This design comes from an exercise in tuning for small area, a short achievable clock period and few clock cycles on the open sky130 flow, not from production work. At most, simulation tests tie the RTL to the original design; equivalence was not proved. No functional check of the RTL was part of runs 2 to 4.

## flow/design.v (module list and top-level ports; edited modules follow where they fit)
// module fa1: 4 lines
// module ha1: 4 lines
// module fft8_top: 501 lines
module fft8_top #(
parameter N= 8,
parameter WIDTH= 12,
parameter FRACTION = 8
)(
input  wire clk,
input  wire rst,
input  wire start,
input  wire load,
input  wire [$clog2(N)-1:0] load_addr,
input  wire signed [WIDTH-1:0] data_in_re,
input  wire signed [WIDTH-1:0] data_in_im,
input  wire [$clog2(N)-1:0] out_addr,
output reg  done,
output reg  signed [WIDTH-1:0] data_out_re,
output reg  signed [WIDTH-1:0] data_out_im
);
  // ...
==> flow/flow/run.sh <==
#!/bin/bash
# Standard layout (the standard.sh: standard synthesis, floorplan, place,
# CTS, route, finish), with the timing repair asked to leave 7.9 ns of setup
# slack at the design's clock period.  The constraints are unchanged.
set -euo pipefail
bash standard.sh SETUP_SLACK_MARGIN=7.9 finish > standard_flow.log 2>&1
==> flow/standard.sh <==
#!/bin/bash
# synth_recipe.tcl (not shown) runs the flow's synth.tcl, then flattens the netlist and writes it again
# the make line also repeats each setting of config.mk as NAME=value (left out here)
make -C /OpenROAD-flow-scripts/flow DESIGN_CONFIG=/design/flow/config.mk WORK_HOME=/design/flow/orfs CLKGATE_MAP_FILE= SYNTH_SCRIPT=/design/flow/synth_recipe.tcl "${@:-finish}"
==> flow/config.mk <==
export PLATFORM = sky130hd
export DESIGN_NAME = fft8_top
export DESIGN_NICKNAME = fft8_top
export VERILOG_FILES = /design/flow/design.v
export SDC_FILE = /design/flow/constraint.sdc
export NUM_CORES = 4
export LEC_CHECK = 0
export ABC_AREA = 1
export CAP_MARGIN = 20
export CORE_MARGIN = 2
export CORE_UTILIZATION = 35
export SLEW_MARGIN = 20
export SYNTH_HIERARCHICAL = 1
export SYNTH_MINIMUM_KEEP_SIZE = 0
==> flow/constraint.sdc <==
create_clock -name core_clock -period 15.0 [get_ports {clk}]
set_input_delay 3.0000 -clock core_clock [delete_from_list [all_inputs] [get_ports {clk}]]
set_output_delay 3.0000 -clock core_clock [all_outputs]
set_load 0.01 [all_outputs]
==> impl_metrics.tcl, run 1 <==
set metrics [dict create \
    synth_top_family_by_area "adder cells" \
    yosys_warnings 8 \
    h-tree-depth 1 \
    wl_met2_um 31660 \
    drt-initial-drc-count 1911 \
    critical_path_class "in2out" \
    core_um2 58910 \
    met3_length_um 6461 \
    yosys.area_share.simple 0.1777 \
    rows 89 \
    max-cap-violations 0 \
    drc 0 \
    yosys.area.top_type "fa_1" \
    hp-start "fresh$_DFFE_PP1P_" \
    final_cell_area_um2 24100 \
    period_needed_ps 7222 \
    synthCells 2620 \
    finalCritPeriodShare 0.4815 \
    regArea_um2 4240 \
    dp_hpwl_um 56240 \
    fmax_mhz 138.5 \
    rsz0062_at_grt "yes" \
    clock_cell_area_share 0.03863 \
    cts_buffers 26 \
    n_antenna_cell 1 \
    fin_nets 3105 \
    grt_pass1_wl_um 107100 \
    fin_skew_ps 32.69 \
    seq_share 0.1760 \
    hold_depth 2 \
    yosysMostFrequentCell "nand2_1" \
    status "timing/DRC/antenna clean" \
    synthXorXnorAreaFrac 0.07393 \
    crit_chain "buf_16 -> nor2_4 -> buf_12 -> nand2_8 -> o22ai_1 -> nor2_1 -> o211ai_1 -> buf_2" \
    drive_above_1_share 0.07333 \
    n_clock_buffer 31 \
    multi_input_area_share 0.6207 \
]
Testbench counts, summed over its fixed seeds: cycles 5,760.
==> run 2, diff against run 1 <==
--- a/flow/design.v
+++ b/flow/design.v
@@ -8,2 +8,30 @@
 endmodule
+module add13 (input wire [12:0] a, input wire [12:0] b, input wire ci, output wire [12:0] s);
+    assign s = a + b + ci;
+endmodule
+module add12 (input wire [11:0] a, input wire [11:0] b, input wire ci, output wire [11:0] s);
+    assign s = a + b + ci;
+endmodule
+module cy8 (input wire [7:0] a, input wire [7:0] b, output wire co);
+    wire [8:0] t = a + b;
+    assign co = t[8];
+endmodule
+module omux8 (input wire d0, input wire d1, input wire d2, input wire d3,
+              input wire d4, input wire d5, input wire d6, input wire d7,
+              input wire [2:0] s, output wire y);
+    reg r;
+    always @(*) begin
+        case (s)
+            3'd0: r = d0;
+            3'd1: r = d1;
+            3'd2: r = d2;
+            3'd3: r = d3;
+            3'd4: r = d4;
+            3'd5: r = d5;
+            3'd6: r = d6;
+            default: r = d7;
+        endcase
+    end
+    assign y = r;
+endmodule
 module fft8_top #(
@@ -342,4 +370,5 @@
 wire [11:0] vi = {acc[11][11:6] ^ vi_c, acc[11][5:0]};
-wire [12:0] S = {vr[11], vr} + {vi[11], vi};
-wire [12:0] D = {vi[11], vi} - {vr[11], vr};
+wire [12:0] S, D;
+add13 AS (.a({vr[11], vr}), .b({vi[11], vi}), .ci(1'b0), .s(S));
+add13 AD (.a(~{vr[11], vr}), .b({vi[11], vi}), .ci(1'b1), .s(D));
 wire adjS = ph1 & (|S[7:0]);
@@ -379,4 +408,3 @@
 wire [19:0] Sr1 = {1'b0, S[12], S[10], TS_s220, TS_s219, TS_s218, TS_s217, TS_s216, TS_s215, TS_s214, TS_s213, TS_s212, TS_s211, TS_s210, TS_s209, S[0], S[1], S[0], 1'b0, 1'b0};
-wire [8:0] Slo = Sr0[7:0] + Sr1[7:0];
-wire Sc8 = Slo[8];
+wire Sc8; cy8 LS (.a(Sr0[7:0]), .b(Sr1[7:0]), .co(Sc8));
 wire [11:0] Sh0 = Sr0[19:8], Sh1 = Sr1[19:8];
@@ -411,4 +439,5 @@
 wire [11:0] Sbc = {CSb_c242, CSb_c240, CSb_c238, CSb_c236, CSb_c234, CSb_c232, CSb_c230, CSb_c228, CSb_c226, CSb_c224, CSb_c222, ~adjS};
-wire [11:0] tar = Sas + Sac + Sc8;
-wire [11:0] tbr = Sbs + Sbc + !Sc8;
+wire [11:0] tar, tbr;
+add12 FAS (.a(Sas), .b(Sac), .ci(Sc8), .s(tar));
+add12 FBS (.a(Sbs), .b(Sbc), .ci(!Sc8), .s(tbr));
 wire TD_hs4, TD_hc4; ha1 H4 (.a(D[7]), .b(D[5]), .s(TD_hs4), .co(TD_hc4));
@@ -446,4 +475,3 @@
 wire [19:0] Dr1 = {1'b0, D[12], D[10], TD_s272, TD_s271, TD_s270, TD_s269, TD_s268, TD_s267, TD_s266, TD_s265, TD_s264, TD_s263, TD_s262, TD_s261, D[0], D[1], D[0], 1'b0, 1'b0};
-wire [8:0] Dlo = Dr0[7:0] + Dr1[7:0];
-wire Dc8 = Dlo[8];
+wire Dc8; cy8 LD (.a(Dr0[7:0]), .b(Dr1[7:0]), .co(Dc8));
 wire [11:0] Dh0 = Dr0[19:8], Dh1 = Dr1[19:8];
@@ -478,4 +506,5 @@
 wire [11:0] Dbc = {CDb_c294, CDb_c292, CDb_c290, CDb_c288, CDb_c286, CDb_c284, CDb_c282, CDb_c280, CDb_c278, CDb_c276, CDb_c274, ~adjD};
-wire [11:0] tai = Das + Dac + Dc8;
-wire [11:0] tbi = Dbs + Dbc + !Dc8;
+wire [11:0] tai, tbi;
+add12 FAD (.a(Das), .b(Dac), .ci(Dc8), .s(tai));
+add12 FBD (.a(Dbs), .b(Dbc), .ci(!Dc8), .s(tbi));
 always @(posedge clk) begin
@@ -484,7 +513,12 @@
     acc[4] <= nxt[4]; acc[5] <= nxt[5]; acc[6] <= nxt[6]; acc[7] <= nxt[7];
-    if (start | ph1) begin
+    if (start) begin
+        acc[12] <= tar;     acc[13] <= tai;
+        acc[14] <= tbr;     acc[15] <= tbi;
         acc[8]  <= nxt[13]; acc[9]  <= nxt[12];
         acc[10] <= nxt[15]; acc[11] <= nxt[14];
-        acc[12] <= tai;     acc[13] <= tar;
-        acc[14] <= tbi;     acc[15] <= tbr;
+    end else if (ph1) begin
+        acc[8]  <= tbi;     acc[9]  <= tbr;
+        acc[10] <= tai;     acc[11] <= tar;
+        acc[12] <= nxt[12]; acc[13] <= nxt[13];
+        acc[14] <= nxt[14]; acc[15] <= nxt[15];
     end else begin
@@ -496,13 +530,15 @@
 end
+wire [11:0] ore, oim;
+genvar gi;
+generate for (gi = 0; gi < 12; gi = gi + 1) begin : om
+    omux8 OR_ (.d0(acc[0][gi]), .d1(acc[12][gi]), .d2(acc[2][gi]), .d3(acc[8][gi]),
+               .d4(acc[4][gi]), .d5(acc[14][gi]), .d6(acc[6][gi]), .d7(acc[10][gi]),
+               .s(out_addr), .y(ore[gi]));
+    omux8 OI_ (.d0(acc[1][gi]), .d1(acc[13][gi]), .d2(acc[3][gi]), .d3(acc[9][gi]),
+               .d4(acc[5][gi]), .d5(acc[15][gi]), .d6(acc[7][gi]), .d7(acc[11][gi]),
+               .s(out_addr), .y(oim[gi]));
+end endgenerate
 always @(*) begin
-    case (out_addr)
-        3'd0: begin data_out_re = acc[0];  data_out_im = acc[1];  end
-        3'd1: begin data_out_re = acc[8];  data_out_im = acc[9];  end
-        3'd2: begin data_out_re = acc[2];  data_out_im = acc[3];  end
-        3'd3: begin data_out_re = acc[14]; data_out_im = acc[15]; end
-        3'd4: begin data_out_re = acc[4];  data_out_im = acc[5];  end
-        3'd5: begin data_out_re = acc[10]; data_out_im = acc[11]; end
-        3'd6: begin data_out_re = acc[6];  data_out_im = acc[7];  end
-        default: begin data_out_re = acc[12]; data_out_im = acc[13]; end
-    endcase
+    data_out_re = ore;
+    data_out_im = oim;
 end
==> flow/flow/run.sh (replaced) <==
#!/bin/bash
# Standard layout (the standard.sh: standard synthesis, floorplan, place,
# CTS, route, finish), with the timing repair asked to leave 7.5 ns of setup
# slack at the design's clock period.  The constraints are unchanged.
set -euo pipefail
bash standard.sh SETUP_SLACK_MARGIN=7.5 finish > standard_flow.log 2>&1
--- a/flow/config.mk
+++ b/flow/config.mk
@@ -7,6 +7,5 @@
 export LEC_CHECK = 0
-export ABC_AREA = 1
 export CAP_MARGIN = 20
 export CORE_MARGIN = 2
-export CORE_UTILIZATION = 35
+export CORE_UTILIZATION = 40
 export SLEW_MARGIN = 20
==> run 2 against run 1 <==
  * Clock-buffer cell count grew 4
  * Largest cell class unchanged
  * Still clean
  * Via count shrank 13%
==> impl_metrics.tcl, run 2 <==
set metrics [dict create \
    drc 0 \
    end_kind "output pin" \
    synth_compound_area_frac 0.07143 \
    final_cell_mix "fa_1 (308), and2_1 (244), dfxtp_1 (207)" \
    period_needed_ps 7534 \
    cts_hold_buffers 0 \
    final_cell_area_um2 24500 \
    drive_above_1_share 0.1213 \
    track_usage 0.2415 \
    die_y_um 239.3 \
    wl_per_cell_um 24.17 \
    drt-initial-drc-count 1040 \
    n_fill_cell 5105 \
    multi_input_area_um2 17230 \
    min_path_type "reg2reg" \
    synth_top_family_by_area "adder cells" \
    dp_hpwl_um 52720 \
    ant_nets 0 \
    fin_util 0.4465 \
    grt_pass1_wl_um 101900 \
    path_common_cell "buf_12" \
    clk_pin_slew_ps 60 \
    core_um2 54880 \
    ys_ff_latch 211 \
    die_area_um2 57250 \
    synth_common_cells "fa_1 (308), and2_1 (244), dfxtp_1 (208), xnor2_1 (174), mux2i_1 (96)" \
    critical_path_class "in2out" \
    setup_viol 0 \
    fin_ws_ps 7466 \
    h-tree-depth 1 \
    crit_chain "buf_16 -> buf_12 -> buf_12 -> mux4_1 -> mux2_2 -> dlygate4sd2_1" \
    worst_pin_slew_ps 1011 \
    slew_viol_final 0 \
    io_pins 59 \
    avgSynthCellArea_um2 10.85 \
    synthMuxAreaShare 0.1370 \
    synthXorXnorAreaFrac 0.08149 \
    rows 86 \
    cp_data_required_time_ps 12000 \
    synth_edf_count 0 \
    final_cells 2800 \
    regArea_um2 4243 \
    root_buffer "clkbuf_16" \
    yosysTopAreaCellShare 0.2785 \
    grt_start_max_net_pins 100 \
    dp_cells 2734 \
    initial_utilization 0.4034 \
    vias 15390 \
    cts_sinks 211 \
    critical_path_arrival_ps 4530 \
    ys.flop_type "dfxtp_1" \
    reg_top3 "acc: 192 flops, pend: 16 flops" \
    yosys.area.top_type "fa_1" \
    cts_max_path_buffers 3 \
    fmax_mhz 132.7 \
    yosys_warnings 10 \
    setup_tns_ps 0 \
    cp-start-kind "primary input" \
    dpl-instance-area_um2 23220 \
    synth-seq-area-share 0.1915 \
    fin_skew_ps 21.73 \
    final_common_cell "fa_1" \
    worstPathMaxFanout 5 \
    portBuffers 58 \
    avgViaCountPerCell 5.496 \
    postSynth.asyncResetShare 0.01422 \
    finalCritPeriodShare 0.5022 \
    slowest_stage "mux4_1" \
    yosysMostFrequentCell "fa_1" \
    maxSlewHeadroom 0.3262 \
    status "timing/DRC/antenna clean" \
    antenna_found_initial 7 \
    synth.area.top_cells "fa_1 (28%), dfxtp_1 (19%), and2_1 (6.9%), xnor2_1 (6.9%), mux4_1 (5.7%)" \
    cts_tree "built" \
    hold_viol 0 \
    grt_pass1_vias 16270 \
    top_register "acc" \
    rsz0062_at_grt "yes" \
    routed_wl_um 67680 \
    largest_reg_flops 192 \
    routabilityCongestion 0.8814 \
    max-cap-violations 0 \
    die_w_um 239.3 \
    synth_fa_ha_area_frac 0.3271 \
    synthCells 2041 \
    yosys.area_share.simple 0.1528 \
    clock_latency_ps 570 \
    area_growth_pct 10.66 \
    cts_buffers 26 \
    synthDistinctLibCells 59 \
    r2r_slack_ps 7790 \
    critical_path.max_stage_delay_ps 520 \
    grt_overflow 0 \
    fin_nets 2503 \
    pre_cts_ws_ps 6573 \
    drtPass1Iterations 5 \
    syn_area_um2 22140 \
    timing.hold.ws_ps 615.3 \
]
-- run 2: cell count changes in the layout (fill, tap and decap cells not counted), sizes merged, moves of 75 or more --
| cell | delta |
|---|---|
| o22ai | -81 |
| nand3 | -75 |
| inv | -368 |
| nand2 | -417 |
| mux2i | +96 |
| nor2 | -206 |
| xor2 | -114 |
| xnor2 | +144 |
| and2 | +244 |
| o21ai | -81 |
-- run 2: cell families after synthesis --
logic type | after synthesis
compound gates | 257
other cells | 2
fa+ha+maj | 394
buf+inv | 180
xor+xnor | 206
simple gates | 575
flops | 211
mux | 216
-- run 2: Yosys stat by module (local to each module, per instance) --
module,area (um^2),copies in the design
fft8_top,11300,1
add13,555.5,2
add12,479.2,4
cy8,141.4,2
omux8,63.81,24
fa1,20.02,296
ha1,12.51,6
-- run 2: final timing paths --
check,to,from,cells past startpoint
max,data_out_re[2],out_addr[0],6
min,acc[7][6]$_DFF_P_,pend[7]$_DFF_P_,2
max reg2reg,acc[9][8]$_DFF_P_,acc[11][0]$_DFF_P_,22
min reg2reg,acc[7][6]$_DFF_P_,pend[7]$_DFF_P_,2
max in group asynchronous,fresh$_DFFE_PP1P_,rst,2
min in group asynchronous,done$_DFF_PP0_,rst,2
-- run 2: critical path, delay by kind of cell --
kind | cells | cell delay, ps
buffers and inverters | 4 | 710
multiplexers | 2 | 810
-- run 2: routing by layer --
metal | track usage | part of all wire | vias to the layer above
li1 | - | - | 6927
met4 | 0.09129 | 0.040 | 2
met2 | 0.3971 | 0.47 | 517
met5 | 0 | 0.00019 | -
met3 | 0.04575 | 0.071 | 118
met1 | 0.3159 | 0.42 | 7824
-- run 2: cell type report --
type | count | share of cell area
repair buffers | 89 | 0.03799
well taps | 704 | 0.03595
flip-flops and latches | 211 | 0.1732
clock inverters | 12 | 0.006077
diodes | 2 | 0.0002043
clock buffers | 35 | 0.03084
inverters | 82 | 0.01256
multi-input cells | 1665 | 0.7032
-- run 2: what timing repair did --
action / in CTS / in global routing
pin swaps: 1 / 2
gates resized for setup: 61 / 45
cloned: 4 / 1
setup endpoints to repair: 44 / 48
buffers inserted: 10 / 2
==> run 3, diff against run 2 <==
--- a/flow/config.mk
+++ b/flow/config.mk
@@ -7,2 +7,3 @@
 export LEC_CHECK = 0
+export ABC_AREA = 1
 export CAP_MARGIN = 20
==> run 3 against run 2 <==
  * Still clean on timing, DRC and antenna
  * Via count is 46% higher
  * Flip-flop and latch count stayed put
  * Clock-buffer cell count is 3 lower
  * Die area is 8.2% higher
  * Setup slack better by 98 ps
  * Clock skew is 11 ps higher
  * Non-clock buffer count is 8 lower
  * Worst hold slack worse by 140 ps
  * Register-to-register slack better by 440 ps
==> impl_metrics.tcl, run 3 <==
set metrics [dict create \
    root_buffer "clkbuf_16" \
    yosys.area.top_type "fa_1" \
    max-cap-violations 0 \
    synthMuxAreaShare 0 \
    dp_cells 4334 \
    post_cts_buffers 0 \
    top_register "acc" \
    end_kind "output pin" \
    postSynth.asyncResetShare 0.01422 \
    cts_tree "built" \
    grt_pass1_vias 21010 \
    cp-start-kind "primary input" \
    grt_start_max_net_pins 98 \
    final_cells 4384 \
    status "timing/DRC/antenna clean" \
    clk_pin_slew_ps 60 \
    synth_compound_area_frac 0.03402 \
    synth_top_family_by_area "simple AND/OR/NAND/NOR gates" \
    synthCells 3597 \
    synthDistinctLibCells 25 \
    avgViaCountPerCell 5.121 \
    yosysMostFrequentCell "nand2_1" \
    grt_overflow 0 \
    grt_pass1_wl_um 128500 \
    initial_utilization 0.4056 \
    critical_path_arrival_ps 4440 \
    hold_viol 0 \
    period_needed_ps 7436 \
    critical_path_class "in2out" \
    synth_edf_count 0 \
    synth-seq-area-share 0.1768 \
    drive_above_1_share 0.03960 \
    final_cell_mix "nand2_1 (1,274), inv_1 (526), nand3_1 (404)" \
    rsz0062_at_grt "no" \
    maxSlewHeadroom 0.3234 \
    cts_max_path_buffers 3 \
    min_path_type "reg2reg" \
    core_um2 59130 \
    finalCritPeriodShare 0.4957 \
    final_common_cell "nand2_1" \
    synth.area.top_cells "fa_1 (26%), nand2_1 (20%), dfxtp_1 (17%), nand3_1 (8.4%), inv_1 (8.2%)" \
    rows 89 \
    clock_latency_ps 570 \
    path_common_cell "nand3_1" \
    fin_nets 4022 \
    portBuffers 58 \
    synthXorXnorAreaFrac 0.01863 \
    wl_per_cell_um 19.43 \
    cts_hold_buffers 0 \
    cts_sinks 211 \
    ant_nets 0 \
    critical_path.max_stage_delay_ps 560 \
    worst_pin_slew_ps 1015 \
    yosysTopAreaCellShare 0.2571 \
    slowest_stage "clkdlybuf4s50_1" \
    vias 22450 \
    yosys.area_share.simple 0.3557 \
    io_pins 59 \
    routed_wl_um 85160 \
    die_y_um 248.9 \
    yosys_warnings 10 \
    h-tree-depth 1 \
    fin_skew_ps 32.31 \
    cp_data_required_time_ps 12000 \
    cts_buffers 25 \
    setup_viol 0 \
    ys_ff_latch 211 \
    synth_fa_ha_area_frac 0.3020 \
    n_antenna_cell 0 \
    routabilityCongestion 0.9316 \
    crit_chain "clkbuf_4 -> buf_16 -> inv_1 -> nand3_1 -> nand3_1 -> nand2_2 -> clkdlybuf4s50_1" \
    die_w_um 248.9 \
    avgSynthCellArea_um2 6.667 \
    fmax_mhz 134.5 \
    die_area_um2 61930 \
    worstPathMaxFanout 18 \
    antenna_found_initial 1 \
    syn_area_um2 23980 \
    slew_viol_final 0 \
    drt-initial-drc-count 2393 \
    setup_tns_ps 0 \
    drc 0 \
    drtPass1Iterations 6 \
    synth_common_cells "nand2_1 (1,277), inv_1 (527), nand3_1 (404), nor2_1 (355), fa_1 (308)" \
    ys.flop_type "dfxtp_1" \
    dp_hpwl_um 66140 \
    reg_top3 "acc: 192 flops, pend: 16 flops" \
    track_usage 0.2697 \
    area_growth_pct 9.162 \
    largest_reg_flops 192 \
]
==> run 3: cell types whose count changed after synthesis, sizes merged, moves of 23 or more <==
cell    delta
a21oi     +37
a21o      -23
inv      +479
mux2      -72
o21ai     -51
and2     -244
nand2b    -51
xnor2    -169
nor2     +249
nand3    +387
mux4      -48
buf       +27
mux2i     -96
nand2   +1219
==> run 3: timing repair <==
item	CTS	global route
cloned	1	5
gates resized for setup	16	10
pin swaps	0	1
endpoints found under the setup margin	33	33
==> run 3: final timing paths <==
kind / start / end / slack, ps / cells past startpoint
setup / recovery: out_addr[1] / data_out_re[8] / 7560 / 7
hold / removal: fresh$_DFFE_PP1P_ / fresh$_DFFE_PP1P_ / 480 / 2
setup reg to reg: acc[11][0]$_DFF_P_ / acc[9][6]$_DFF_P_ / 8230 / 23
hold reg to reg: fresh$_DFFE_PP1P_ / fresh$_DFFE_PP1P_ / 480 / 2
max in group asynchronous: rst / fresh$_DFFE_PP1P_ / 12020 / 2
min in group asynchronous: rst / done$_DFF_PP0_ / 2710 / 2
==> run 3: metrics by stage <==
stage	worst slack, ps	util	hold WS [ps]	area [um^2]
final	7564	0.4427	477.0	26180
after global routing	7507	0.4427	545.2	26180
after CTS	7478	0.4401	476.2	26020
after detailed placement	6642	0.4245	464.1	25100
after global placement	6666	0.4245	458.7	25100
after floorplan	8518	-	351.9	24030
==> run 3: cell type report <==
type                            count  area, um^2
Clock buffer                       32       681.9
Clock inverter                     12       147.6
Fill cell                        6151       32950
Inverter                          561        2113
Multi-Input combinational cell   2714       17140
Sequential cell                   211        4242
Tap cell                          773       967.2
Timing Repair Buffer               81       888.4
==> run 3: worst max-delay path: cells and delay by family <==
kind | cells | cell delay (ps)
buffers and inverters | 4 | 1060
AND/OR/NAND/NOR | 3 | 340
==> run 3: cell families after synthesis <==
group           count (synthesis)
flops                         211
other cells                     2
fa+ha+maj                     394
xor+xnor                       51
compound gates                162
simple gates                 2090
buf+inv                       687
==> run 3: per-layer routing <==
layer	wire length, um	vias up	GRT usage
li1	-	10850	-
met1	37550	10520	0.3889
met2	37160	915	0.4130
met3	6709	158	0.03563
met4	3751	0	0.09714
met5	0	-	0
==> run 3: Yosys stat by module, one instance, submodules excluded <==
| module | copies in the design | cells inside |
|---|---|---|
| ha1 | 6 | 1 |
| add12 | 4 | 122 |
| fft8_top | 1 | 2059 |
| fa1 | 296 | 1 |
| add13 | 2 | 135 |
| cy8 | 2 | 23 |
| omux8 | 24 | 18 |
==> run 4, diff against run 3 <==
==> flow/flow/run.sh (replaced) <==
#!/bin/bash
# Standard layout (the standard.sh: standard synthesis, floorplan, place,
# CTS, route, finish), with the timing repair asked to leave 8.0 ns of setup
# slack at the design's clock period.  The constraints are unchanged.
set -euo pipefail
bash standard.sh SETUP_SLACK_MARGIN=8.0 finish > standard_flow.log 2>&1
--- a/flow/config.mk
+++ b/flow/config.mk
@@ -7,3 +7,2 @@
 export LEC_CHECK = 0
-export ABC_AREA = 1
 export CAP_MARGIN = 20
==> run 4 against run 3 <==
  * Highest routed layer is now met5
  * Flip-flop and latch count is the same
  * Register-to-register slack hardly changed
  * Synthesized cell count shrank 43%
  * Cell count down 36%
  * Fmax rose by 0.43%
==> impl_metrics.tcl, run 4 <==
set metrics [dict create \
    finalCritPeriodShare 0.4936 \
    status "timing/DRC/antenna clean" \
    final_cell_mix "fa_1 (304), and2_1 (244), dfxtp_1 (200)" \
    maxSlewHeadroom 0.3136 \
    ys_ff_latch 211 \
    cts_hold_buffers 0 \
    setup_tns_ps 0 \
    die_area_um2 57250 \
    postSynth.asyncResetShare 0.01422 \
    synth_common_cells "fa_1 (308), and2_1 (244), dfxtp_1 (208), xnor2_1 (174), mux2i_1 (96)" \
    slew_viol_final 0 \
    initial_utilization 0.4034 \
    grt_pass1_wl_um 104100 \
    top_register "acc" \
    clock_latency_ps 570 \
    die_y_um 239.3 \
    pre_cts_ws_ps 6573 \
    avgSynthCellArea_um2 10.85 \
    drtPass1Iterations 7 \
    routed_wl_um 69070 \
    drc 0 \
    critical_path_arrival_ps 4400 \
    cts_sinks 211 \
    cts_max_path_buffers 3 \
    fin_nets 2526 \
    largest_reg_flops 192 \
    setup_viol 0 \
    ys.flop_type "dfxtp_1" \
    critical_path_class "in2out" \
    synth.area.top_cells "fa_1 (28%), dfxtp_1 (19%), and2_1 (6.9%), xnor2_1 (6.9%), mux4_1 (5.7%)" \
    grt_pass1_vias 16470 \
    yosys_warnings 10 \
    cp_data_required_time_ps 12000 \
    rows 86 \
    cp-start-kind "primary input" \
    synthCells 2041 \
    synth-seq-area-share 0.1915 \
    drt-initial-drc-count 1170 \
    hp-start "pend[7]$_DFF_P_" \
    track_usage 0.2469 \
    period_needed_ps 7403 \
    routabilityCongestion 0.8814 \
    fmax_mhz 135.1 \
    area_growth_pct 13.42 \
    worstPathMaxFanout 7 \
    fin_skew_ps 29.39 \
    yosysTopAreaCellShare 0.2785 \
    rsz0062_at_grt "yes" \
    hold_viol 0 \
    ant_nets 0 \
    reg_top3 "acc: 192 flops, pend: 16 flops" \
    final_common_cell "fa_1" \
    setup.worst_path.start "out_addr[0]" \
    avgViaCountPerCell 5.510 \
    n_fill_cell 5056 \
    dp_cells 2734 \
    end_kind "output pin" \
    h-tree-depth 1 \
    root_buffer "clkbuf_16" \
    io_pins 59 \
    dp_hpwl_um 52720 \
    grt_start_max_net_pins 100 \
    cts_tree "built" \
    vias 15550 \
    syn_area_um2 22140 \
    cts_buffers 26 \
    min_path_type "reg2reg" \
    wl_per_cell_um 24.48 \
    portBuffers 58 \
    clk_pin_slew_ps 60 \
    yosys.area.top_type "fa_1" \
    yosysMostFrequentCell "fa_1" \
    worstReg2RegStart "acc[10][8]$_DFF_P_" \
    synth_edf_count 0 \
    grt_overflow 0 \
    die_w_um 239.3 \
    max-cap-violations 0 \
    drive_above_1_share 0.1705 \
    synthDistinctLibCells 59 \
    fin_ws_ps 7597 \
    antenna_found_initial 8 \
    worst_pin_slew_ps 1030 \
    core_um2 54880 \
    final_cells 2822 \
]
[run 4: metal layers]
| layer | vias to the layer above | global-route usage | wire length, um |
|---|---|---|---|
| met1 | 7880 | 0.3215 | 28480 |
| met3 | 150 | 0.04714 | 4852 |
| met4 | 4 | 0.09754 | 3186 |
| li1 | 6948 | - | - |
| met5 | - | 0 | 21 |
| met2 | 567 | 0.4054 | 32530 |
[run 4: cell families after synthesis]
family,synth area share
AND/OR/NAND/NOR,0.1528
adder cells (fa/ha/maj),0.3271
flip-flops,0.1915
multiplexers,0.1370
other,0.0003392
AO/OA/AOI/OAI,0.07143
XOR/XNOR,0.08149
buffers and inverters,0.03832
[run 4: Yosys stat by module (local to each module, per instance)]
| module | flip-flops and latches | area, um^2 | times used | cells |
|---|---|---|---|---|
| ha1 | 0 | 12.51 | 6 | 1 |
| fa1 | 0 | 20.02 | 296 | 1 |
| omux8 | 0 | 63.81 | 24 | 3 |
| add12 | 0 | 479.2 | 4 | 60 |
| add13 | 0 | 555.5 | 2 | 66 |
| cy8 | 0 | 141.4 | 2 | 16 |
| fft8_top | 211 | 11300 | 1 | 1263 |
[run 4: cell type report]
type / instances / area (um^2) / share of cell area
Antenna cell: 1 / 2.502 / 0.00009966
Clock buffer: 35 / 755.7 / 0.03010
Clock inverter: 12 / 148.9 / 0.005930
Inverter: 82 / 307.8 / 0.01226
Multi-Input combinational cell: 1665 / 17360 / 0.6914
Sequential cell: 211 / 4254 / 0.1694
Tap cell: 704 / 880.8 / 0.03508
Timing Repair Buffer: 112 / 1400 / 0.05576
[run 4: final timing paths]
check	end	slack [ps]	cells past startpoint
min in group asynchronous	done$_DFF_PP0_	2690	2
max in group asynchronous	fresh$_DFFE_PP1P_	12050	2
min	acc[7][6]$_DFF_P_	620	2
max	data_out_re[4]	7600	6
max reg2reg	acc[8][9]$_DFF_P_	8230	22
min reg2reg	acc[7][6]$_DFF_P_	620	2
[run 4: through the flow]
stage,instance area (um^2),util,hold WS (ps)
2_1_floorplan,22190,-,348.7
3_3_place_gp,23220,0.4232,588.9
6_report,25110,0.4576,616.2
4_1_cts,24820,0.4523,621.3
5_1_grt,25110,0.4576,626.1
3_5_place_dp,23220,0.4232,589.6
[run 4: timing repair]
action	4_1_cts	5_1_grt
setup buffers	26	6
gates cloned	8	0
setup endpoints to repair	102	78
resized for setup	243	58
pin swaps	5	7
[run 4: worst max-delay path, cell delays in order]
cell and delay [ps]:
buf_16 150, buf_12 150, buf_8 140, mux4_2 500
mux2_4 320, buf_6 130

re-timing with driven ports:
In the flow no input, the clock included, has a driving cell. The finished layouts below were timed again as built, in two steps.
Step 1: set_driving_cell puts a clkbuf_16 on clk and a buf_2 on each other input, an assumption about the parent block.
Step 2 times the ports against the registers' clock, not the clock port: input delays grow and output delays shrink by t, the midpoint of the rising clock arrivals with the driver on.
Three values: ideal, step 1, step 2; two values: the first two.
| run | shift t [ns] | setup slack, ns | worst slew at a driven data input, ns |
|---|---|---|---|
| run 1 | 0.619 | 7.778 / 7.678 / 7.449 | 0.15 |
| run 2 | 0.617 | 7.466 / 7.370 / 7.129 | 0.09 |
| run 3 | 0.609 | 7.564 / 7.444 / 6.989 | 0.17 |
| run 4 | 0.615 | 7.597 / 7.500 / 7.500 | 0.09 |
After both steps every run listed still meets setup and hold. For run 3, which loses most, drivers alone change the setup slack by -0.120 ns; drivers and shift together by -0.575 ns.
